What follows belongs to an exercise in optimizing a design on an open flow for small area; a production flow would make more cautious choices.
The RTL was checked by simulation tests, not by an equivalence proof against the original design.
Power and IR drop assume default switching activity.

Setup of the reference run:
==> flow/design.v (excerpt) <==
module mmu_top (
  input  wire        clk,
  input  wire        rst_n,
  input  wire        req_valid_i,
  output wire        req_ready_o,
  input  wire [23:0] req_va_i,
  input  wire [2:0]  req_fc_i,
  input  wire        req_rw_i,
  input  wire        req_fetch_i,
  output reg         resp_valid_o,
  output wire [23:0] resp_pa_o,
  output wire        resp_hit_o,
  output wire        resp_fault_o,
  output wire [2:0]  resp_fault_code_o,
  output wire [4:0]  resp_perm_fault_o,
  input  wire        reg_wr_en_i,
  input  wire        reg_rd_en_i,
  input  wire [3:0]  reg_addr_i,
  input  wire [31:0] reg_wr_data_i,
  output reg  [31:0] reg_rd_data_o,
  input  wire        cmd_valid_i,
  input  wire [2:0]  cmd_op_i,
  input  wire [23:0] cmd_addr_i,
  input  wire [2:0]  cmd_fc_i,
  output wire        cmd_ready_o,
  output wire        cmd_busy_o,
  output reg         status_valid_o,
  output wire [2:0]  status_cmd_o,
  output wire        status_hit_o,
  output wire [23:0] status_pa_o,
  output wire [7:0]  status_bits_o,
  output reg         walk_mem_req_valid_o,
  output reg  [23:0] walk_mem_req_addr_o,
  input  wire        walk_mem_resp_valid_i,
  input  wire [63:0] walk_mem_resp_data_i,
  input  wire        walk_mem_resp_err_i,
  output wire        busy_o
);
  integer i;
  reg [23:0] crp_q;
  reg [23:0] srp_q;
  reg [31:0] tc_q;
  reg [31:0] tt0_q;
  reg [31:0] tt1_q;
  reg [11:0] mmusr_q;    
  wire [31:0] reg_wd = reg_wr_data_i & {32{rst_n}};
  wire        reg_we = reg_wr_en_i | !rst_n;
  always @(posedge clk) begin
  ...
export LEC_CHECK = 0
export CAP_MARGIN = 20
export CORE_MARGIN = 2
export CORE_UTILIZATION = 65
export SLEW_MARGIN = 20
create_clock -name core_clock -period 6.0 [get_ports {clk}]
standard.sh (not shown) runs the stock make flow with config.mk's settings and CLKGATE_MAP_FILE= SYNTH_SCRIPT=/design/flow/synth_recipe.tcl, a recipe that flattens the netlist after the stock synthesis.
==> flow/flow/run.sh <==
#!/bin/bash
# Layout flow: the standard flow, except that
#  - the synthesis maps the combinational logic with an area-oriented ABC
#    script (flow/area.abc); every other synthesis step, and so every
#    register, is the standard synthesis's;
#  - ports are buffered with the smallest buffer cell;
#  - clock tree synthesis inserts no dummy loads.
# Each tool's output goes to its own log in this folder (ORFS's own logs are
# under orfs/logs).
set -euo pipefail
W=$PWD
export BUFFER_PORTS_ARGS="-buffer_cell sky130_fd_sc_hd__buf_1"
export CTS_ARGS="-sink_clustering_enable -repair_clock_nets -dont_use_dummy_load -sink_clustering_size 24 -sink_clustering_max_diameter 80"
cat > "$W/area_synth.tcl" <<EOT
proc abc {args} {
  set i [lsearch -exact \$args -script]
  if { \$i >= 0 } { lset args [expr {\$i + 1}] {$W/flow/area.abc} }
  yosys abc {*}\$args
}
source {$W/synth_recipe.tcl}
EOT
sed "s#SYNTH_SCRIPT=[^ ]*#SYNTH_SCRIPT=$W/area_synth.tcl#" standard.sh > area_standard.sh
bash area_standard.sh synth > synth_make.log 2>&1
bash standard.sh > standard_make.log 2>&1
==> flow/flow/area.abc <==
&get -n
&st
&deepsyn -T 60
&st
&dch
&nf -a
&st
&dch
&nf -a
&put
#### Input delta (the trial run over the reference run)
--- a/flow/flow/run.sh
+++ b/flow/flow/run.sh
@@ -11,5 +11,5 @@
 W=$PWD
 export BUFFER_PORTS_ARGS="-buffer_cell sky130_fd_sc_hd__buf_1"
-export CTS_ARGS="-sink_clustering_enable -repair_clock_nets -dont_use_dummy_load -sink_clustering_size 24 -sink_clustering_max_diameter 80"
+export CTS_ARGS="-sink_clustering_enable -repair_clock_nets -dont_use_dummy_load -sink_clustering_size 20 -sink_clustering_max_diameter 60"
 cat > "$W/area_synth.tcl" <<EOT
 proc abc {args} {
Notes after the runs:
- As far as HPWL after detailed placement goes, the reference run and the trial run are indistinguishable; the numbers are identical.
- Looking at initial antenna violation count, the trial run sits below the reference run.
- Summary: with the reference run as the reference, routed wire length in the trial run moved up slightly.
- In the tables for the reference run and the trial run, number of vias in the routed layout reads lower with the reference run.
- Comparing the reference run and the trial run, the higher clock network fraction of design power was measured on the trial run.
- Between the reference run and the trial run, the normalized max-slew margin figures differ only marginally.
- According to the power report, total power for the trial run is higher than for the reference run.

-- re-timing with driven ports --
No port has a modelled driver above. Below, the same layouts with a new extraction and two added sets of constraints.
Step 1 sets driving cells, clkbuf_16 on the clock port and buf_2 on the other inputs (assumed; they add their load-dependent delay and slew).
Step 2 moves the port delays by t, midway between the first and last clock arrival at a register: inputs arrive t later, outputs are due t later. That takes back most of the time a late clock gives input paths.
Three values: no drivers, after step 1, after step 2; two values: the first two.
| run | shift t [ns] | setup WS [ns] | worst setup path after step 2 | cell pins on the clock port's net |
|---|---|---|---|---|
| the reference run | 0.633 | 0.310 / 0.310 / -0.026 | input to register | 1 |
| the trial run | 0.649 | 0.249 / 0.249 / -0.064 | input to register | 1 |
With both steps, setup timing fails in the reference run and the trial run, where it was met with ideal ports. For the reference run, which loses most, drivers alone change the setup slack by 0.000 ns; drivers and shift together by -0.336 ns.
